This design comes from an exercise in tuning for small area on the open sky130 flow, not from production work. At most, simulation tests tie the RTL to the original design; equivalence was not proved. No functional check of the RTL was part of run 1. Power and IR drop assume default switching activity.

===== flow/standard.sh =====
#!/bin/bash
# synth_recipe.tcl (not shown) runs the flow's synth.tcl, then flattens the netlist and writes it again
# the make line also repeats each setting of config.mk as NAME=value (left out here)
make -C /OpenROAD-flow-scripts/flow DESIGN_CONFIG=/design/flow/config.mk WORK_HOME=/design/flow/orfs CLKGATE_MAP_FILE= SYNTH_SCRIPT=/design/flow/synth_recipe.tcl "${@:-finish}"

===== flow/design.v =====
localparam int unsigned BAUD_1900_RATE   = 1900;
localparam int unsigned BAUD_19200_RATE  = 19200;
localparam int unsigned BAUD_57600_RATE  = 57600;
localparam int unsigned BAUD_115200_RATE = 115200;
module baud_gen #(
  parameter  int unsigned ClockFrequency   = 50_000_000,
  parameter  int unsigned OverSampleRate   = 16,
  localparam int unsigned Baud1900Divsor   = ClockFrequency / (BAUD_1900_RATE   * OverSampleRate),
  localparam int unsigned Baud19200Divsor  = ClockFrequency / (BAUD_19200_RATE  * OverSampleRate),
  localparam int unsigned Baud57600Divsor  = ClockFrequency / (BAUD_57600_RATE  * OverSampleRate),
  localparam int unsigned Baud115200Divsor = ClockFrequency / (BAUD_115200_RATE * OverSampleRate),
  localparam int unsigned W                = $clog2(Baud1900Divsor)
) (
  input  logic       clk_i,
  input  logic       rst_i,
  input  logic       busy_i,
  input  logic [1:0] baud_sel_i,
  output logic       baud_clk_o
);
  localparam logic [W-1:0] L0 = W'(Baud1900Divsor   - 1);
  localparam logic [W-1:0] L1 = W'(Baud19200Divsor  - 1);
  localparam logic [W-1:0] L2 = W'(Baud57600Divsor  - 1);
  localparam logic [W-1:0] L3 = W'(Baud115200Divsor - 1);
  logic [1:0]   sel_q;
  logic [W-1:0] count_q;
  logic [W-1:0] lim;
  logic         adopt, hit;
  always_comb begin
    case (sel_q)
      2'd0:    lim = L0;
      2'd1:    lim = L1;
      2'd2:    lim = L2;
      default: lim = L3;
    endcase
  end
  assign adopt      = (baud_sel_i != sel_q) && !busy_i;
  assign hit        = ((count_q & lim) == lim);
  assign baud_clk_o = hit && !adopt;
  always_ff @(posedge clk_i or posedge rst_i) begin
    if (rst_i) begin
      count_q <= '0;
      sel_q   <= 2'd0;
    end else begin
      count_q <= (adopt || hit) ? '0 : count_q + W'(1);
      if (!busy_i) sel_q <= baud_sel_i;
    end
  end
endmodule
module rx_fifo (
  input  logic       clk_i,
  input  logic       rst_i,
  input  logic       rd_en_i,
  input  logic       wr_en_i,
  input  logic [7:0] wdata_i,
  output logic       full_o,
  output logic       empty_o,
  output logic [7:0] rdata_o
);
  logic [127:0] ring_q;
  logic [4:0]   rd_ptr, wr_ptr;
  logic         pend_q;
  logic         commit, rd_valid, wr_valid;
  logic [4:0]   rd_next1;
  assign empty_o  = (rd_ptr == wr_ptr);
  assign full_o   = (rd_ptr == {~wr_ptr[4], wr_ptr[3:0]});
  assign rd_valid = rd_en_i && !empty_o;
  assign wr_valid = wr_en_i && !full_o;
  assign commit   = pend_q && (wr_ptr[3:0] == 4'd0);
  assign rd_next1 = rd_ptr + 5'd1;
  logic [15:0] rsel;
  logic [7:0]  head;
  always_comb begin
    head = '0;
    for (int i = 0; i < 16; i++) begin
      rsel[i] = (rd_ptr[3:0] == 4'(i));
      head    = head | ({8{rsel[i]}} & ring_q[i*8 +: 8]);
    end
  end
  assign rdata_o = (pend_q && (rd_next1 == wr_ptr)) ? wdata_i : head;
  always_ff @(posedge clk_i or posedge rst_i) begin
    if (rst_i) begin
      rd_ptr <= '0;
      wr_ptr <= '0;
      pend_q <= 1'b0;
    end else begin
      rd_ptr <= rd_ptr + {3'b000, rd_valid, !rd_valid};
      wr_ptr <= wr_ptr + {3'b000, wr_valid, !wr_valid};
      if (wr_valid)    pend_q <= 1'b1;
      else if (commit) pend_q <= 1'b0;
    end
  end
  always_ff @(posedge clk_i) begin
    ring_q <= {ring_q[119:0], commit ? wdata_i : ring_q[127:120]};
  end
endmodule
module uart_rx (
  input  logic       clk_i,
  input  logic       rst_i,
  input  logic       baud_clk_i,
  input  logic       rxd_i,
  output logic       valid_o,
  output logic       busy_o,
  output logic [7:0] data_o
);
  logic rxd_r, rxd;
  always_ff @(posedge clk_i or posedge rst_i) begin
    if (rst_i) begin
      rxd_r <= 1'b1;
      rxd   <= 1'b1;
    end else begin
      rxd_r <= rxd_i;
      rxd   <= rxd_r;
    end
  end
  logic       act_q;     
  logic       start_q;   
  logic [3:0] tick_q;
  logic [8:0] sb_q;      
  logic end_bit;
  assign end_bit = start_q ? (tick_q[2:0] == 3'd7) : (tick_q == 4'd15);
  assign busy_o  = act_q;
  assign data_o  = sb_q[8:1];
  assign valid_o = baud_clk_i && act_q && !start_q && sb_q[0] && end_bit && rxd;
  always_ff @(posedge clk_i or posedge rst_i) begin
    if (rst_i) begin
      act_q   <= 1'b0;
      start_q <= 1'b0;
      tick_q  <= '0;
    end else if (baud_clk_i) begin
      if (!act_q) begin
        if (!rxd) begin
          act_q   <= 1'b1;
          start_q <= 1'b1;
        end
      end else begin
        tick_q <= {tick_q[3] ^ (&tick_q[2:0]) & !start_q, tick_q[2:0] + 3'd1};
        if (end_bit) begin
          start_q <= 1'b0;
          if (start_q) act_q <= !rxd;
          else if (sb_q[0]) act_q <= 1'b0;
        end
      end
    end
  end
  always_ff @(posedge clk_i) begin
    if (baud_clk_i && act_q && end_bit) begin
      if (start_q) sb_q <= 9'h100;
      else if (!sb_q[0]) sb_q <= {rxd, sb_q[8:1]};
    end
  end
endmodule
module uart_tx (
  input  logic       clk_i,
  input  logic       rst_i,
  input  logic       baud_clk_i,
  input  logic       wr_en_i,
  input  logic [7:0] wdata_i,
  output logic       full_o,
  output logic       empty_o,
  output logic       txd_o,
  output logic       busy_o
);
  localparam int unsigned Rows = 17;
  function automatic logic [4:0] step17(input logic [4:0] p, input logic e);
    logic [4:0] s;
    s = p + {3'b000, e, !e};
    step17 = (s[4] && (s[1] || s[0])) ? {4'b0000, s[1]} : s;
  endfunction
  logic [7:0] row_q [Rows];
  logic [4:0] rd_ptr, wr_ptr, rd_next1, wr_next1;
  logic       wr_valid, pop;
  logic [3:0] ph_q;
  logic [3:0] tick_q;
  logic       txd_q, nxt_q;
  logic       bit_end;
  assign rd_next1 = step17(rd_ptr, 1'b0);
  assign wr_next1 = step17(wr_ptr, 1'b0);
  assign empty_o  = (rd_ptr == wr_ptr);
  assign full_o   = (rd_ptr == wr_next1);
  assign wr_valid = wr_en_i && !full_o;
  assign busy_o   = (ph_q != 4'd0);
  assign pop      = !busy_o && !empty_o;
  assign bit_end  = busy_o && baud_clk_i && (tick_q == 4'd15);
  assign txd_o    = txd_q;
  always_ff @(posedge clk_i or posedge rst_i) begin
    if (rst_i) begin
      rd_ptr <= '0;
      wr_ptr <= '0;
      ph_q   <= '0;
      tick_q <= '0;
      txd_q  <= 1'b1;
    end else begin
      rd_ptr <= step17(rd_ptr, pop);
      wr_ptr <= step17(wr_ptr, wr_valid);
      if (busy_o && baud_clk_i) tick_q <= tick_q + 4'd1;
      if (pop) begin
        ph_q  <= 4'd6;
        txd_q <= 1'b0;
      end else if (bit_end) begin
        ph_q  <= ph_q + 4'd1;
        txd_q <= (ph_q[3:1] == 3'b111) ? 1'b1 : nxt_q;
      end
    end
  end
  always_ff @(posedge clk_i) begin
    for (int q = 0; q < Rows; q++) begin
      if (q == 0) begin
        if (wr_valid && wr_ptr == 5'(Rows - 1)) row_q[q] <= wdata_i;
        else                                   row_q[q] <= row_q[Rows-1];
      end else if (q % 2 == 1) begin
        if (wr_valid && wr_ptr == 5'(q - 1)) row_q[q] <= ~wdata_i;
        else                                 row_q[q] <= ~row_q[q-1];
      end else begin
        if (wr_valid && wr_ptr == 5'(q - 1)) row_q[q] <= wdata_i;
        else                                 row_q[q] <= ~row_q[q-1];
      end
    end
  end
  logic [2:0] bsel;
  assign bsel = ph_q[2:0] + 3'd2;
  always_ff @(posedge clk_i) begin
    if (rd_ptr == 5'd0) nxt_q <= row_q[Rows-1][bsel];
  end
endmodule
module uart_ctrl #(
  parameter int unsigned UartDataWidth  = 8,
  parameter int unsigned BusDataWidth   = 32,
  parameter int unsigned FifoDepth      = 16,
  parameter int unsigned ClockFrequency = 50_000_000,
  parameter int unsigned OverSampleRate = 16
) (
  input  logic                    clk_i,
  input  logic                    rst_i,
  input  logic                    rxd_i,
  input  logic                    bus_wr_en_i,
  input  logic [BusDataWidth-1:0] bus_addr_i,
  input  logic [BusDataWidth-1:0] bus_wdata_i,
  output logic                    txd_o,
  output logic [BusDataWidth-1:0] bus_rdata_o
);
  logic       baud_clk;
  logic       rx_valid, rx_busy_r, rx_busy, tx_busy;
  logic [7:0] rx_data, rx_fifo_rdata;
  logic       rx_fifo_full, rx_fifo_empty, tx_fifo_full, tx_fifo_empty;
  logic [1:0] baud_rate_q;
  logic rd_sel, wr_sel;
  assign rd_sel = !bus_wr_en_i;
  assign wr_sel =  bus_wr_en_i;
  always_ff @(posedge clk_i or posedge rst_i) begin
    if (rst_i) begin
      rx_busy     <= 1'b0;
      baud_rate_q <= 2'b00;
    end else begin
      rx_busy <= rx_busy_r;
      if (wr_sel && bus_addr_i[1:0] == 2'b00) baud_rate_q <= bus_wdata_i[1:0];
    end
  end
  always_comb begin
    bus_rdata_o = '0;
    if (rd_sel) begin
      case (bus_addr_i[1:0])
        2'b00: bus_rdata_o[1:0] = baud_rate_q;
        2'b01: bus_rdata_o[6:0] = {tx_fifo_empty, tx_fifo_full, rx_fifo_full, ~rx_fifo_empty,
                                   tx_busy, rx_busy, rx_valid};
        2'b10: if (!rx_fifo_empty) bus_rdata_o[7:0] = rx_fifo_rdata;
        default: ;
      endcase
    end
  end
  baud_gen #(
    .ClockFrequency(ClockFrequency),
    .OverSampleRate(OverSampleRate)
  ) baud_generator (
    .clk_i(clk_i),
    .rst_i(rst_i),
    .busy_i(rx_busy || tx_busy),
    .baud_sel_i(baud_rate_q),
    .baud_clk_o(baud_clk)
  );
  uart_rx uart_reciever (
    .clk_i(clk_i),
    .rst_i(rst_i),
    .baud_clk_i(baud_clk),
    .rxd_i(rxd_i),
    .valid_o(rx_valid),
    .busy_o(rx_busy_r),
    .data_o(rx_data)
  );
  rx_fifo recieve_fifo (
    .clk_i(clk_i),
    .rst_i(rst_i),
    .rd_en_i(rd_sel && bus_addr_i[1:0] == 2'b10),
    .wr_en_i(rx_valid),
    .wdata_i(rx_data),
    .full_o(rx_fifo_full),
    .empty_o(rx_fifo_empty),
    .rdata_o(rx_fifo_rdata)
  );
  uart_tx uart_transmitter (
    .clk_i(clk_i),
    .rst_i(rst_i),
    .baud_clk_i(baud_clk),
    .wr_en_i(wr_sel && bus_addr_i[1:0] == 2'b11),
    .wdata_i(bus_wdata_i[7:0]),
    .full_o(tx_fifo_full),
    .empty_o(tx_fifo_empty),
    .txd_o(txd_o),
    .busy_o(tx_busy)
  );
endmodule

===== flow/flow/recover.tcl =====
puts "AREA before recover: [rsz::design_area]"
repair_timing -recover_power 100 -verbose
puts "AREA after recover: [rsz::design_area]"

===== flow/flow/run.sh =====
#!/bin/bash
# Layout flow: the standard ORFS flow (standard.sh) with these changes:
#  - synthesis: the standard flow's own synthesis script (synth_recipe.tcl, unchanged) but
#    ABC maps with its default liberty script (no ORFS speed script, so no
#    buffering/upsizing at synthesis) and no separate adder extraction;
#    registers are mapped exactly as in the standard synthesis;
#  - one tie cell drives all constant outputs (no tie fan-out repair);
#  - port buffers are buf_1 cells;
#  - after placement repair, a power-recovery pass of repair_timing downsizes
#    cells on paths with slack (flow/recover.tcl);
#  - clock tree synthesis without dummy loads, clkbuf_4 clusters of up to 10
#    sinks.
# Each step's full output goes to the ORFS logs under orfs/logs/; make's own
# output goes to flow_make.log in the work folder.
set -euo pipefail
W=$(pwd)
cat > "$W/flow_synth.tcl" <<EOT
proc abc {args} {
  set keep {}
  set skip 0
  foreach a \$args {
    if {\$skip} { set skip 0; continue }
    if {\$a eq "-script" || \$a eq "-constr"} { set skip 1; continue }
    lappend keep \$a
  }
  yosys abc {*}\$keep
}
source $W/synth_recipe.tcl
EOT
CTS="-sink_clustering_enable -repair_clock_nets -dont_use_dummy_load -sink_clustering_size 10 -sink_clustering_max_diameter 40 -buf_list sky130_fd_sc_hd__clkbuf_4"
bash "$W/standard.sh" \
  "SYNTH_SCRIPT=$W/flow_synth.tcl" \
  "ADDER_MAP_FILE=" \
  "SKIP_REPAIR_TIE_FANOUT=1" \
  "CTS_ARGS=$CTS" \
  "BUFFER_PORTS_ARGS=-buffer_cell sky130_fd_sc_hd__buf_1" \
  "POST_RESIZE_TCL=$W/flow/recover.tcl" \
  finish > "$W/flow_make.log" 2>&1

===== flow/constraint.sdc =====
create_clock -name core_clock -period 20.0 [get_ports {clk_i}]
set_input_delay 4.0000 -clock core_clock [delete_from_list [all_inputs] [get_ports {clk_i}]]
set_output_delay 4.0000 -clock core_clock [all_outputs]
set_load 0.01 [all_outputs]

===== flow/config.mk =====
export PLATFORM = sky130hd
export DESIGN_NAME = uart_ctrl
export DESIGN_NICKNAME = uart_ctrl
export VERILOG_FILES = /design/flow/design.v
export SDC_FILE = /design/flow/constraint.sdc
export NUM_CORES = 4
export LEC_CHECK = 0
export CAP_MARGIN = 20
export CORE_MARGIN = 2
export CORE_UTILIZATION = 40
export SLEW_MARGIN = 20

==> results by group, run 1 <==
Status
  – Status: finished clean

Worst setup path
  – Critical path data arrival time: 5.55 ns
  – Critical Path Max Stage Delay: 0.42 ns
  – Cells on worst reg2reg path: 7
  – Data required time at the worst endpoint: ~16 ns
  – R2R Setup Slk: 17.08 ns
  – CP Cell Sequence: buf_1 > nand2b_1 > a21oi_1 > nor2b_1 > o21ai_0 > a21oi_1 > buf_1
  – Crit path max fanout: 7
  – CP Class: in2out
  – Reg2reg start: uart_transmitter.wr_ptr[1]
  – CP max-delay cell: a21oi_1
  – Critical Path Sink Type: output port
  – End of the worst register-to-register path: uart_transmitter.wr_ptr[3]
  – Setup crit start kind: input port

Die
  – Die area: approximately 29000 µm²
  – # rows: 60
  – Die W: 169.8 µm
  – Core ar.: 26950 µm²
  – Die height: 169.8 µm
  – Boundary Pins: 101
  – Initial cell density of the core: 40.82%

Layout
  – Share of layout cells above drive strength 1: under 10%
  – Fill count: 2543
  – Final core utilization: 44.02%
  – Final Non-Filler Cells: ~1300
  – Fin nets: between 1000 and 1500
  – Area grow syn2layout: 7.836%

STA
  – Worst hold slack: 0.2246 ns
  – Total Neg Setup Slack: 0 ns
  – FMAX: 0.1047 GHz
  – Worst Skew: about 0.13 ns
  – Pins Over Slew Limit: 0
  – RSZ-0062 raised after global routing: false
  – Worst-margin pin slew: 0.9637 ns
  – Crit share post-route: 47.75%
  – Setup Viol. Count Final: 0
  – Max-slew headroom: 35.75%
  – Min cycle time layout: approximately 9.6 ns
  – Final Hold Fails: 0

Synth
  – EDFF count, synth: 10
  – Cell area after synthesis: approximately 11000 µm²
  – Count of cell types in the netlist: 57
  – Largest area contributor in the netlist: dfxtp_1
  – Syn Area/Cell: 11.74 µm²
  – Main synth FF type: dfxtp_1
  – Yosys top cell area share: between 40% and 50%
  – Yosys warnings: 6
  – Share of the yosys chip area belonging to registers: 63.09%
  – Mapped Cells: 937
  – Syn nets: 1005
  – FF+latch count, synth: approximately 330
  – Synth top cells by count: dfxtp_1, nand2_1, mux2i_1
  – Largest cells by area after synthesis: dfxtp_1, dfrtp_1, mux2i_1, edfxtp_1, nand2_1
  – Top-count cell post-synth: dfxtp_1
  – Async set or reset register ratio after synthesis: 16.46%

CTS
  – Clock Sinks: 328
  – H-tree levels: 2
  – Clock-pin slew on the worst setup and hold paths: 0.10 ns
  – Post-CTS Hold Buffers: 0
  – Clock insertion delay at the later pin of the skew report: roughly 0.71 ns
  – Root Driver: clkbuf_4
  – Post-CTS sizing: 0
  – Max clock buf depth: 3
  – CTS buffer count: 44
  – CTS tree: done
  – Number of post-CTS setup repair buffers: 0

Route
  – Remaining DRCs: 0
  – Total number of vias: 7147
  – Post-Route WL: ~23000 µm
  – DR iter-0 viols: 602
  – Vias per inst: around 5.3
  – Drt pass-1 iters: 5
  – Antenna-violating nets left: 0
  – WL/cell: 16.95 µm

Global route
  – Largest net degree at the start of global routing: 55
  – Vias in the first global route: roughly 6800
  – GR Util All Layers: 16.14%
  – Residual overflow from global routing: 0
  – First-pass GRT wire length: approximately 37000 µm
  – Initial antenna violation count: 1

Power and ir drop
  – PnR Total Power: 1461 µW
  – VDD IR max: a little over 60 µV
  – LEAKAGE: between 0.004 and 0.005 µW
  – Power per standard cell area: 123.1 nW/µm²

Min path
  – Hold Startpoint: recieve_fifo.ring_q[88]
  – Hold Path Sink: recieve_fifo.ring_q[96]
  – WHS Path Cells: 0
  – Worst Hold Class: reg2reg

Placed design
  – IO buf count: 22
  – Placed cells: around 1300
  – Hpwl dp: 14740 µm
  – Global placer's final weighted congestion: roughly 0.79

Flow run
  – Max Cap Viol: 0
## placed cells by master, fill, tap and decap left out, types with 8 or more instances in the layout
cell type and count:
nand3_1 16, buf_4 12, clkbuf_4 45, mux2i_1 65
nor3_1 16, a21oi_1 41, nand4_1 17, xor2_1 13
edfxtp_1 10, buf_1 21, nand2_1 80, a22oi_1 25
dfrtp_1 51, mux2_1 20, nor2_1 50, dfxtp_1 264
o21ai_0 57, xnor2_1 31, a222oi_1 22, and2_0 8
and3_1 10, clkinv_1 14
## flip-flops by register name, indices dropped and copies added (netlist names), 5 cells and up
name,count
uart_transmitter.rd_ptr,5
uart_reciever.sb_q,9
baud_generator.count_q,11
recieve_fifo.rd_ptr,5
recieve_fifo.wr_ptr,5
uart_transmitter.row_q,136
recieve_fifo.ring_q,128
uart_transmitter.wr_ptr,5
## per-layer routing
layer / GRT usage (%) / vias up / routed length [µm] / share of wire, %
li1: - / 3532 / - / -
met1: 22.95 / 3416 / 11060 / 48
met2: 24.92 / 161 / 10190 / 45
met3: 3.116 / 38 / 1169 / 5.1
met4: 5.017 / 0 / 401 / 1.8
met5: 0 / - / 0 / 0
## logic make-up after synthesis
kind of cell    after synthesis  share of synthesized area, %
compound gates              181                         10.74
xor+xnor                     44                         3.503
buf+inv                      38                         2.116
flops                       328                         63.09
mux                          87                         8.371
other cells                   1                       0.03409
simple gates                258                         12.15
## critical path, delay by kind of cell
kind	cells	cell delay, ns
AOI/OAI and AO/OA	3	0.72
and+or+nand+nor	2	0.54
buffers and inverters	2	0.29
## per-stage QoR
step                setup WS (ns)  area, µm²
finish                      10.45      11860
global route                10.29      11860
CTS                         10.44      11790
detailed placement          10.45      11460
global placement            10.47      11510
floorplan                   10.93      11000
## worst max-delay path by stage
stage	from	end	slack, ns	cells past startpoint
after floorplan	bus_addr_i[0]	bus_rdata_o[7]	10.93	5
after global placement	bus_addr_i[0]	bus_rdata_o[7]	10.47	7
after detailed placement	bus_addr_i[0]	bus_rdata_o[7]	10.45	7
after CTS	bus_addr_i[0]	bus_rdata_o[7]	10.44	7
after global routing	bus_addr_i[0]	bus_rdata_o[7]	10.29	7
final	bus_addr_i[0]	bus_rdata_o[7]	10.45	7
## where the power goes
group	switching (µW)	leakage, µW	total [µW]	internal (µW)
sequential	93.8	0.00293	899	805
clock	199	0.000202	300	101
combinational	145	0.00149	262	116
## cell type report
class / instances / area, µm² / area share (%)
clock buffers: 44 / 330.3 / 2.785
multi-input cells: 571 / 3877 / 32.69
repair buffers: 47 / 232.7 / 1.962
flip-flops and latches: 328 / 6940 / 58.51
inverters: 14 / 52.55 / 0.4430
well taps: 341 / 426.7 / 3.597
diodes: 1 / 2.502 / 0.02109
==> inputs of run 2 (changes only) <==
--- a/flow/design.v
+++ b/flow/design.v
@@ -18,29 +18,34 @@
   output logic       baud_clk_o
 );
-  localparam logic [W-1:0] L0 = W'(Baud1900Divsor   - 1);
-  localparam logic [W-1:0] L1 = W'(Baud19200Divsor  - 1);
-  localparam logic [W-1:0] L2 = W'(Baud57600Divsor  - 1);
-  localparam logic [W-1:0] L3 = W'(Baud115200Divsor - 1);
-  logic [1:0]   sel_q;
-  logic [W-1:0] count_q;
-  logic [W-1:0] lim;
-  logic         adopt, hit;
+  localparam logic [10:0] Seed = 11'h001;
+  function automatic logic [10:0] lfsr_after(input int unsigned n);
+    logic [10:0] s;
+    s = Seed;
+    for (int unsigned i = 0; i < n; i++) s = {s[9:0], s[10] ^ s[8]};
+    lfsr_after = s;
+  endfunction
+  localparam logic [10:0] L0 = lfsr_after(Baud1900Divsor   - 1);
+  localparam logic [10:0] L1 = lfsr_after(Baud19200Divsor  - 1);
+  localparam logic [10:0] L2 = lfsr_after(Baud57600Divsor  - 1);
+  localparam logic [10:0] L3 = lfsr_after(Baud115200Divsor - 1);
+  logic [1:0]  sel_q;
+  logic [10:0] count_q;
+  logic        adopt, hit;
   always_comb begin
     case (sel_q)
-      2'd0:    lim = L0;
-      2'd1:    lim = L1;
-      2'd2:    lim = L2;
-      default: lim = L3;
+      2'd0:    hit = (count_q == L0);
+      2'd1:    hit = (count_q == L1);
+      2'd2:    hit = (count_q == L2);
+      default: hit = (count_q == L3);
     endcase
   end
   assign adopt      = (baud_sel_i != sel_q) && !busy_i;
-  assign hit        = ((count_q & lim) == lim);
   assign baud_clk_o = hit && !adopt;
   always_ff @(posedge clk_i or posedge rst_i) begin
     if (rst_i) begin
-      count_q <= '0;
+      count_q <= Seed;
       sel_q   <= 2'd0;
     end else begin
-      count_q <= (adopt || hit) ? '0 : count_q + W'(1);
+      count_q <= (adopt || hit) ? Seed : {count_q[9:0], count_q[10] ^ count_q[8]};
       if (!busy_i) sel_q <= baud_sel_i;
     end
@@ -104,12 +109,7 @@
 );
   logic rxd_r, rxd;
-  always_ff @(posedge clk_i or posedge rst_i) begin
-    if (rst_i) begin
-      rxd_r <= 1'b1;
-      rxd   <= 1'b1;
-    end else begin
-      rxd_r <= rxd_i;
-      rxd   <= rxd_r;
-    end
+  always_ff @(posedge clk_i) begin
+    rxd_r <= rxd_i;
+    rxd   <= rxd_r;
   end
   logic       act_q;     
==> results by group, run 2 <==
Global route
  – Largest net degree at the start of global routing: 53
  – GR Util All Layers: 15.89%
  – First-pass GRT wire length: 36430 µm
  – Residual overflow from global routing: 0
  – Initial antenna violation count: 1
  – Vias in the first global route: 6810

STA
  – Worst Skew: approximately 0.11 ns
  – Pins Over Slew Limit: 0
  – Min cycle time layout: 9.460 ns
  – Max-slew headroom: 34.62%
  – Crit share post-route: between 40% and 50%
  – RSZ-0062 raised after global routing: false
  – FMAX: 0.1057 GHz
  – Worst-margin pin slew: 0.9807 ns
  – Setup Viol. Count Final: 0
  – Total Neg Setup Slack: 0 ns
  – Final Hold Fails: 0
  – Worst hold slack: between 0.2 and 0.25 ns
  – Final worst slack: 10.54 ns

Synth
  – Share of the yosys chip area belonging to registers: roughly 64%
  – Synth top cells by count: dfxtp_1, nor2_1, a21oi_1
  – Mapped Cells: 934
  – Async set or reset register ratio after synthesis: between 15 and 20%
  – Largest cells by area after synthesis: dfxtp_1, dfrtp_1, mux2i_1, a21oi_1, nor2_1
  – Largest area contributor in the netlist: dfxtp_1
  – Main synth FF type: dfxtp_1
  – FF+latch count, synth: 328
  – Syn Area/Cell: 11.66 µm²
  – Yosys top cell area share: 48.88%
  – Syn nets: 1002
  – EDFF count, synth: 10
  – Yosys warnings: 6
  – Count of cell types in the netlist: between 50 and 60
  – Cell area after synthesis: approximately 11000 µm²
  – Top-count cell post-synth: dfxtp_1

Placed design
  – Global placer's final weighted congestion: 0.7706
  – Hpwl dp: around 14000 µm
  – IO buf count: 22
  – Pre-CTS setup slack: ~11 ns

Power and ir drop
  – LEAKAGE: 0.005042 µW
  – VDD IR max: 70.94 µV
  – Power per standard cell area: 128.0 nW/µm²

Worst setup path
  – Reg2reg start: uart_transmitter.wr_ptr[2]
  – Critical Path Sink Type: output port
  – R2R Setup Slk: ~17 ns
  – Worst path depth: 7
  – Bufs and invs on worst path: 2
  – Setup crit start kind: input port
  – CP max-delay cell: nor2b_1
  – Family with the most delay on the worst path: simple AND/OR/NAND/NOR gates
  – CP Cell Sequence: buf_1 > nor2b_1 > nor2b_1 > nor2b_1 > o21ai_0 > a21oi_1 > buf_1
  – Cells on worst reg2reg path: 8
  – Setup crit end: bus_rdata_o[7]
  – Critical path data arrival time: 5.46 ns
  – Data required time at the worst endpoint: 16.00 ns
  – CP Class: in2out
  – End of the worst register-to-register path: uart_transmitter.row_q[4][1]
  – Crit path max fanout: 7
  – Critical Path Max Stage Delay: 0.38 ns
  – Critical path origin: bus_addr_i[1]
  – Most used cell along the critical path: nor2b_1

Route
  – Vias per inst: 5.203
  – Total number of vias: 6925
  – Antenna-violating nets left: 0
  – DR iter-0 viols: around 550
  – Post-Route WL: ~22000 µm
  – Drt pass-1 iters: 6
  – WL/cell: 16.72 µm
  – Remaining DRCs: 0

CTS
  – Clock-pin slew on the worst setup and hold paths: 0.10 ns
  – Clock insertion delay at the later pin of the skew report: 0.67 ns
  – Post-CTS Hold Buffers: 0
  – Root Driver: clkbuf_4
  – H-tree levels: 2
  – Number of post-CTS setup repair buffers: 0
  – CTS tree: done
  – Max clock buf depth: 3
  – CTS buffer count: 44
  – Clock Sinks: 328
  – Post-CTS sizing: 0

Die
  – Core ar.: 26880 µm²
  – # rows: 60
  – Die area: roughly 29000 µm²
  – Die W: 169.0 µm
  – Initial cell density of the core: 40.54%
  – Die height: 169.0 µm
  – Boundary Pins: between 100 and 150

Status
  – Status: finished clean

Layout
  – Biggest regs: uart_transmitter.row_q (136), recieve_fifo.ring_q (128), baud_generator.count_q (11)
  – Commonest cells after routing, fill and taps aside: dfxtp_1, nor2_1, a21oi_1
  – Commonest non-fill, non-tap cell in the layout: dfxtp_1
  – Largest register FFs: 136
  – Area grow syn2layout: 6.949%
  – Share of layout cells above drive strength 1: between 5 and 6%
  – Top reg by flops: uart_transmitter.row_q
  – Fill count: 2557
  – Final core utilization: 43.35%
  – Fin nets: 1056

Flow run
  – Max Cap Viol: 0

Min path
  – Worst Hold Class: reg2reg
run 2: worst reg2reg max path, cell delays in order (launching register included):
cell and delay (ns):
dfrtp_1 0.64, nand3_1 0.17, a31o_1 0.23, a2111oi_0 0.61, a31oi_1 0.32, and2_0 0.43
nand3_1 0.54, nor2_1 0.09, a21oi_1 0.18
run 2: worst min-delay path by stage:
stage                                   from                  endpoint  slack, ns  cells after the start
finish              recieve_fifo.ring_q[101]  recieve_fifo.ring_q[109]       0.23                      0
global route        recieve_fifo.ring_q[101]  recieve_fifo.ring_q[109]       0.28                      0
CTS                 recieve_fifo.ring_q[101]  recieve_fifo.ring_q[109]       0.26                      0
detailed placement       uart_reciever.rxd_r         uart_reciever.rxd       0.32                      0
global placement         uart_reciever.rxd_r         uart_reciever.rxd       0.32                      0
floorplan                uart_reciever.rxd_r         uart_reciever.rxd       0.31                      0
run 2: report_power, final:
group,switching (µW),internal (µW)
Combinational,158,127
Clock,198,101
Sequential,95.8,812
Total,452,1040
run 2: per-stage QoR:
stage | instances | total power (µW) | instance area (µm²)
after floorplan | 934 | 1107 | 10890
final | 1331 | 1492 | 11650
after CTS | 1326 | 1509 | 11620
after detailed placement | 1282 | 1205 | 11290
after global placement | 1282 | 1202 | 11290
after global routing | 1331 | 1594 | 11650
run 2: final cells by class:
class	instances	area, µm²	share of cell area (%)
flip-flops and latches	328	6929	59.47
multi-input cells	574	3755	32.23
well taps	341	426.7	3.662
clock buffers	44	330.3	2.835
repair buffers	32	166.4	1.428
inverters	8	33.78	0.2899
diodes	4	10.01	0.08591
run 2: cells by family after synthesis:
group           after synthesis  synth area share (%)
buf+inv                      32                 1.929
xor+xnor                     42                 3.377
compound gates              179                 10.88
simple gates                265                 11.73
flops                       328                 63.60
mux                          87                 8.453
other cells                   1               0.03442
run 2: metal layers:
metal | global-route usage [%] | share of wire (%) | up-vias
met2 | 24.43 | 44 | 160
li1 | - | - | 3429
met5 | 0 | 0 | -
met4 | 5.648 | 2.4 | 0
met3 | 3.133 | 5.4 | 50
met1 | 22.34 | 48 | 3286
==> inputs of run 3 (changes only) <==
--- a/flow/flow/run.sh
+++ b/flow/flow/run.sh
@@ -2,7 +2,8 @@
 # Layout flow: the standard ORFS flow (standard.sh) with these changes:
 #  - synthesis: the standard flow's own synthesis script (synth_recipe.tcl, unchanged) but
-#    ABC maps with its default liberty script (no ORFS speed script, so no
-#    buffering/upsizing at synthesis) and no separate adder extraction;
-#    registers are mapped exactly as in the standard synthesis;
+#    ABC maps the logic for area (strash; dc2; dch -f; amap) instead of
+#    ORFS's speed script (which buffers and upsizes at synthesis), and no
+#    separate adder extraction; registers are mapped exactly as in the
+#    standard synthesis;
 #  - one tie cell drives all constant outputs (no tie fan-out repair);
 #  - port buffers are buf_1 cells;
@@ -24,5 +25,5 @@
     lappend keep \$a
   }
-  yosys abc {*}\$keep
+  yosys abc -script {+strash;dc2;dch,-f;amap} {*}\$keep
 }
 source $W/synth_recipe.tcl
==> results by group, run 3 <==
STA
  – Worst-margin pin slew: around 1.1 ns
  – Total Neg Setup Slack: 0 ns
  – Crit share post-route: between 40% and 50%
  – FMAX: between 0.1 and 0.15 GHz
  – Min cycle time layout: roughly 9.8 ns
  – Worst Skew: 0.1260 ns
  – Max-slew headroom: 28.10%
  – Final Hold Fails: 0
  – Pins Over Slew Limit: 0
  – RSZ-0062 raised after global routing: false
  – Setup Viol. Count Final: 0

Layout
  – Largest register FFs: 136
  – Commonest non-fill, non-tap cell in the layout: dfxtp_1
  – Final Non-Filler Cells: 1353
  – Area grow syn2layout: 7.345%
  – Fill count: 2486
  – Top reg by flops: uart_transmitter.row_q
  – Commonest cells after routing, fill and taps aside: dfxtp_1, o22ai_1, nor2_1
  – Share of layout cells above drive strength 1: 5.998%
  – Fin nets: 1087
  – Biggest regs: uart_transmitter.row_q (136), recieve_fifo.ring_q (128), baud_generator.count_q (11)

Synth
  – Syn Area/Cell: 10.88 µm²
  – Cell area after synthesis: 10440 µm²
  – Largest area contributor in the netlist: dfxtp_1
  – Top-count cell post-synth: dfxtp_1
  – EDFF count, synth: 10
  – Largest cells by area after synthesis: dfxtp_1, dfrtp_1, o22ai_1, nor2_1, clkinv_1
  – Mapped Cells: 960
  – Async set or reset register ratio after synthesis: about 16%
  – Count of cell types in the netlist: between 40 and 50
  – Syn nets: around 1000
  – Yosys warnings: 6
  – Yosys top cell area share: 51.00%
  – Share of the yosys chip area belonging to registers: 66.36%
  – Synth top cells by count: dfxtp_1, o22ai_1, nor2_1
  – FF+latch count, synth: 328
  – Main synth FF type: dfxtp_1

Worst setup path
  – Critical Path Max Stage Delay: ~0.34 ns
  – Data required time at the worst endpoint: 16.00 ns
  – Crit path max fanout: 5
  – Reg2reg start: baud_generator.sel_q[1]
  – Critical Path Sink Type: output port
  – Critical path origin: bus_addr_i[0]
  – CP Cell Sequence: buf_1 > clkinv_1 > nand2_1 > nor2_1 > clkinv_1 > nor2_1 > o21ai_0 > a41oi_1 > buf_1
  – CP max-delay cell: nor2_1
  – Setup crit start kind: input port
  – CP Class: in2out
  – Critical path data arrival time: around 5.8 ns

Die
  – # rows: between 50 and 60
  – Die W: 165.6 µm
  – Boundary Pins: slightly above 100
  – Die height: around 170 µm
  – Die area: 27410 µm²
  – Core ar.: 25840 µm²
  – Initial cell density of the core: 40.41%

Global route
  – First-pass GRT wire length: between 30000 and 40000 µm
  – Top Usage Layer GRT: met2
  – Initial antenna violation count: 1
  – Largest net degree at the start of global routing: 53
  – Met3 Use GR: 4.471%
  – GR Util met2: 27.20%
  – Vias in the first global route: about 7200
  – Residual overflow from global routing: 0
  – GR Layer Usage met1: 26.76%
  – GR Util All Layers: 18.46%

Route
  – DR iter-0 viols: 700
  – Post-Route WL: approximately 25000 µm
  – Drt pass-1 iters: 6
  – Remaining DRCs: 0
  – Vias per inst: 5.512
  – Total number of vias: 7458
  – WL/cell: 18.30 µm
  – Antenna-violating nets left: 0

CTS
  – Clock insertion delay at the later pin of the skew report: around 0.67 ns
  – CTS buffer count: 42
  – Root Driver: clkbuf_4
  – Post-CTS Hold Buffers: 0
  – Number of post-CTS setup repair buffers: 0
  – Post-CTS sizing: 0
  – Max clock buf depth: 3
  – Clock Sinks: roughly 330
  – Clock-pin slew on the worst setup and hold paths: around 0.10 ns
  – CTS tree: done
  – H-tree levels: 2

Min path
  – Worst Hold Class: reg2reg
  – Hold Startpoint: recieve_fifo.ring_q[29]

Status
  – Status: finished clean

Power and ir drop
  – Combinational Power Share: 25.5%
  – VDD IR max: 73.73 µV
  – Power per standard cell area: 142.6 nW/µm²
  – LEAKAGE: approximately 0.0043 µW
  – Internal: 1088 µW
  – Sw Pwr: 510.7 µW
  – Sw Share: 31.95%
  – Seq pwr share: between 50 and 60%
  – Clock share of power: 18.5%

Placed design
  – Global placer's final weighted congestion: around 0.79
  – Hpwl dp: 16000 µm
  – Placed cells: 1309
  – IO buf count: 22

Flow run
  – Max Cap Viol: 0
run 3: cell types whose count changed after synthesis, moves of 11 or more:
| cell | before | now |
|---|---|---|
| o22ai_1 | 0 | 155 |
| nor4_1 | 3 | 20 |
| mux2i_1 | 65 | 0 |
| xnor2_1 | 21 | 0 |
| nor2b_1 | 18 | 7 |
| xor2_1 | 21 | 0 |
| a21oi_1 | 82 | 31 |
| nand3_1 | 22 | 7 |
| and2_0 | 23 | 4 |
| nand4_1 | 18 | 5 |
| mux2_1 | 20 | 0 |
| clkinv_1 | 8 | 101 |
run 3: layout make-up:
type | count | area, µm² | area share (%)
Tap cell | 335 | 419.2 | 3.740
Inverter | 101 | 379.1 | 3.382
Timing Repair Buffer | 39 | 203.9 | 1.820
Clock buffer | 42 | 315.3 | 2.813
Sequential cell | 328 | 6929 | 61.82
Antenna cell | 1 | 2.502 | 0.02233
Multi-Input combinational cell | 507 | 2959 | 26.40
run 3: worst max-delay path, delay by kind of cell:
family	cells	cell delay [ns]
AOI/OAI and AO/OA	2	0.49
and+or+nand+nor	3	0.72
buffers and inverters	4	0.58
run 3: kinds of logic after synthesis:
family / share of synthesized area, %
compound gates: 19.62
buf+inv: 5.356
simple gates: 8.628
flops: 66.36
other cells: 0.03592
run 3: worst paths after layout:
path                                               to  slack, ns  cells past startpoint
max                                    bus_rdata_o[7]      10.22                      9
min                           recieve_fifo.ring_q[37]       0.28                      0
max reg2reg                    recieve_fifo.wr_ptr[4]      16.23                     18
min reg2reg                   recieve_fifo.ring_q[37]       0.28                      0
max in group asynchronous      recieve_fifo.rd_ptr[0]      15.93                      3
min in group asynchronous  uart_transmitter.wr_ptr[1]       3.52                      3
run 3: per-stage QoR:
stage	utilization, %	hold WS (ns)	worst slack (ns)	area, µm²	total power [µW]
6_report	43.38	0.2836	10.22	11210	1599
5_1_grt	43.38	0.2668	10.11	11210	1700
4_1_cts	43.31	0.2829	10.29	11190	1604
3_5_place_dp	42.09	0.3175	10.31	10880	1309
3_3_place_gp	42.15	0.3131	10.30	10890	1304
2_1_floorplan	-	0.3096	11.03	10440	1183
run 3: power by group through the flow:
stage,clock network [µW],registers [µW],logic (µW)
floorplan,0,882,301
global placement,0,905,399
detailed placement,0,906,403
CTS,305,894,406
global route,333,912,455
finish,296,895,408
run 3: per-layer routing:
layer | routed length, µm | up-vias
met1 | 11720 | 3519
met2 | 10590 | 250
met3 | 1913 | 40
met4 | 542 | 0
met5 | 0 | -
li1 | - | 3649
==> inputs of run 4 (changes only) <==
--- a/flow/flow/run.sh
+++ b/flow/flow/run.sh
@@ -2,5 +2,5 @@
 # Layout flow: the standard ORFS flow (standard.sh) with these changes:
 #  - synthesis: the standard flow's own synthesis script (synth_recipe.tcl, unchanged) but
-#    ABC maps the logic for area (strash; dc2; dch -f; amap) instead of
+#    ABC maps the logic for area (strash; dc2; dch -f; amap with 3 area-flow and 10 exact-area passes) instead of
 #    ORFS's speed script (which buffers and upsizes at synthesis), and no
 #    separate adder extraction; registers are mapped exactly as in the
@@ -25,5 +25,5 @@
     lappend keep \$a
   }
-  yosys abc -script {+strash;dc2;dch,-f;amap} {*}\$keep
+  yosys abc -script {+strash;dc2;dch,-f;amap,-F,3,-A,10} {*}\$keep
 }
 source $W/synth_recipe.tcl
==> results by group, run 4 <==
Status
  – Status: finished clean

CTS
  – Post-CTS Hold Buffers: 0
  – Clock insertion delay at the later pin of the skew report: 0.70 ns
  – H-tree levels: 2
  – Clock Sinks: about 330
  – CTS buffer count: 44
  – Number of post-CTS setup repair buffers: 0
  – Post-CTS sizing: 0
  – CTS tree: done
  – Clock-pin slew on the worst setup and hold paths: 0.10 ns
  – Root Driver: clkbuf_4
  – Max clock buf depth: 3

Die
  – Boundary Pins: 101
  – Core ar.: 25760 µm²
  – Die W: 165.3 µm
  – Die area: around 27000 µm²
  – # rows: just under 60
  – Initial cell density of the core: about 40%
  – Die height: 165.3 µm

Route
  – Drt pass-1 iters: 7
  – Post-Route WL: 24430 µm
  – Vias per inst: 5.513
  – Antenna-violating nets left: 0
  – Total number of vias: 7431
  – Remaining DRCs: 0
  – WL/cell: around 18 µm
  – DR iter-0 viols: just under 700

Power and ir drop
  – Power per standard cell area: 127.2 nW/µm²
  – Internal: roughly 1000 µW
  – Sw Share: between 20% and 30%
  – LEAKAGE: 0.004151 µW
  – Clock share of power: a little over a fifth
  – Seq pwr share: 60.8%
  – Sw Pwr: approximately 420 µW
  – VDD IR max: 73.69 µV
  – Combinational Power Share: around 18%

STA
  – Worst-margin pin slew: 1.005 ns
  – Worst Skew: roughly 0.13 ns
  – Worst hold slack: 0.2727 ns
  – RSZ-0062 raised after global routing: false
  – Min cycle time layout: 9.631 ns
  – FMAX: 0.1038 GHz
  – Final worst slack: 10.37 ns
  – Crit share post-route: 48.15%
  – Setup Viol. Count Final: 0
  – Pins Over Slew Limit: 0
  – Max-slew headroom: 32.78%
  – Total Neg Setup Slack: 0 ns
  – Final Hold Fails: 0

Placed design
  – IO buf count: 22
  – Global placer's final weighted congestion: 0.8236
  – Pre-CTS setup slack: 10.43 ns
  – Hpwl dp: between 15000 and 20000 µm
  – Placed cells: between 1000 and 1500

Synth
  – Cell area after synthesis: 10400 µm²
  – Mapped Cells: 963
  – Largest cells by area after synthesis: dfxtp_1, dfrtp_1, o22ai_1, nor2_1, clkinv_1
  – Synth top cells by count: dfxtp_1, o22ai_1, nor2_1
  – Yosys top cell area share: 51.19%
  – Main synth FF type: dfxtp_1
  – Yosys warnings: 6
  – Largest area contributor in the netlist: dfxtp_1
  – Share of the yosys chip area belonging to registers: between 60% and 70%
  – Syn Area/Cell: 10.80 µm²
  – FF+latch count, synth: roughly 330
  – Syn nets: 1031
  – Async set or reset register ratio after synthesis: 15.85%
  – Top-count cell post-synth: dfxtp_1
  – Count of cell types in the netlist: between 40 and 50
  – EDFF count, synth: 10

Worst setup path
  – CP Class: in2out
  – R2R Setup Slk: 15.98 ns
  – Crit path max fanout: 5
  – Setup crit start kind: input port
  – Critical path data arrival time: 5.63 ns
  – Data required time at the worst endpoint: 16.00 ns
  – Critical Path Sink Type: output port

Layout
  – Area grow syn2layout: 6.652%
  – Fin nets: 1081
  – Share of layout cells above drive strength 1: about 4.8%
  – Top reg by flops: uart_transmitter.row_q
  – Commonest non-fill, non-tap cell in the layout: dfxtp_1
  – Largest register FFs: 136
  – Final Non-Filler Cells: 1348
  – Commonest cells after routing, fill and taps aside: dfxtp_1, o22ai_1, nor2_1
  – Biggest regs: uart_transmitter.row_q (136), recieve_fifo.ring_q (128), baud_generator.count_q (11)

Global route
  – GR Layer Usage met1: 26.03%
  – Largest net degree at the start of global routing: between 50 and 60
  – Top Usage Layer GRT: met2
  – Vias in the first global route: 7189
  – Met3 Use GR: 3.272%
  – Initial antenna violation count: 1
  – Residual overflow from global routing: 0
  – GR Util All Layers: 18.37%
  – GR Util met2: 27.86%
  – First-pass GRT wire length: 38840 µm

Flow run
  – Max Cap Viol: 0

Min path
  – Worst Hold Class: reg2reg
==> run 4: changes by cell type after synthesis, sizes merged, moves of 11 or more <==
cell | previous run | this run
nand2 | 32 | 52
o21ai | 24 | 39
a21oi | 31 | 20
nor4 | 20 | 8
a22oi | 13 | 24
==> run 4: path summary, 6_finish.rpt <==
kind	startpoint	to	cells past startpoint
worst max-delay path	bus_addr_i[1]	bus_rdata_o[5]	8
worst min-delay path	recieve_fifo.ring_q[110]	recieve_fifo.ring_q[118]	0
worst max register to register	uart_transmitter.wr_ptr[2]	uart_transmitter.row_q[4][7]	14
worst min register to register	recieve_fifo.ring_q[110]	recieve_fifo.ring_q[118]	0
max in group asynchronous	rst_i	baud_rate_q[1]	3
min in group asynchronous	rst_i	recieve_fifo.rd_ptr[0]	3
==> run 4: kinds of logic after synthesis <==
family	after synthesis	synth area share (%)
compound gates	298	19.29
buf+inv	117	5.088
flops	328	66.61
other cells	1	0.03605
simple gates	219	8.973
==> run 4: critical path, cell delays in order <==
cell and delay (ns):
buf_1 0.12, clkinv_1 0.13, nor3_1 0.40, clkinv_1 0.25, a221oi_1 0.37, a21oi_1 0.08, nor2_1 0.12, buf_1 0.16
==> run 4: power by group through the flow <==
stage / Clock [µW] / Sequential (µW) / Combinational, µW
floorplan: 0 / 852 / 185
global placement: 0 / 870 / 244
detailed placement: 0 / 870 / 246
CTS: 313 / 857 / 249
global route: 339 / 873 / 281
finish: 304 / 858 / 250
==> run 4: area by class of cell <==
| class | count | area (µm²) |
|---|---|---|
| Inverter | 93 | 349.1 |
| Sequential cell | 328 | 6929 |
| Timing Repair Buffer | 28 | 116.4 |
| Clock buffer | 44 | 330.3 |
| Tap cell | 335 | 419.2 |
| Multi-Input combinational cell | 518 | 2945 |
| Antenna cell | 2 | 5.005 |
| Fill cell | 2513 | 14670 |
==> run 4: per-stage QoR <==
step                      util [%]  area [µm²]  power (µW)
after CTS                    43.03       11090        1419
after global routing         43.06       11090        1493
after global placement       41.78       10760        1114
after floorplan                  -       10400        1038
after detailed placement     41.75       10760        1116
final                        43.06       11090        1412
==> run 4: metal layers <==
metal,vias to the layer above,routed length [µm]
met5,-,0
met4,0,659
met3,56,1552
met2,266,10710
met1,3508,11500
li1,3601,-

## port drivers added, routing unchanged
How much do the figures lean on ideal ports? The routed layouts below were timed once more, with nothing changed but the port constraints. Step 1 (the two cells are an assumption about what drives the block):
set clk [get_ports {clk_i}]
set_driving_cell -lib_cell sky130_fd_sc_hd__clkbuf_16 $clk
set_driving_cell -lib_cell sky130_fd_sc_hd__buf_2 [delete_from_list [all_inputs] $clk]
Step 2 adds t to the input delays and takes it off the output delays; t is the mean of the earliest and latest rising clock arrival at the registers after step 1. Input paths then give back, and output paths get back, about the clock's delay inside the block. a / b / c = ideal / step 1 / step 2; a / b = the first two.
run | t (ns) | setup WS [ns] | latest minus earliest clock arrival (ns)
run 1 | 0.677 | 10.449 / 10.413 / 10.413 | 0.143 / 0.143
run 2 | 0.661 | 10.540 / 10.499 / 10.499 | 0.111 / 0.111
run 3 | 0.654 | 10.221 / 10.197 / 10.197 | 0.137 / 0.137
run 4 | 0.679 | 10.370 / 10.340 / 10.340 | 0.135 / 0.135
After both steps every run listed still meets setup and hold. The setup slack of run 2, which loses most, moves by -0.041 ns with the drivers and by -0.041 ns with both steps.
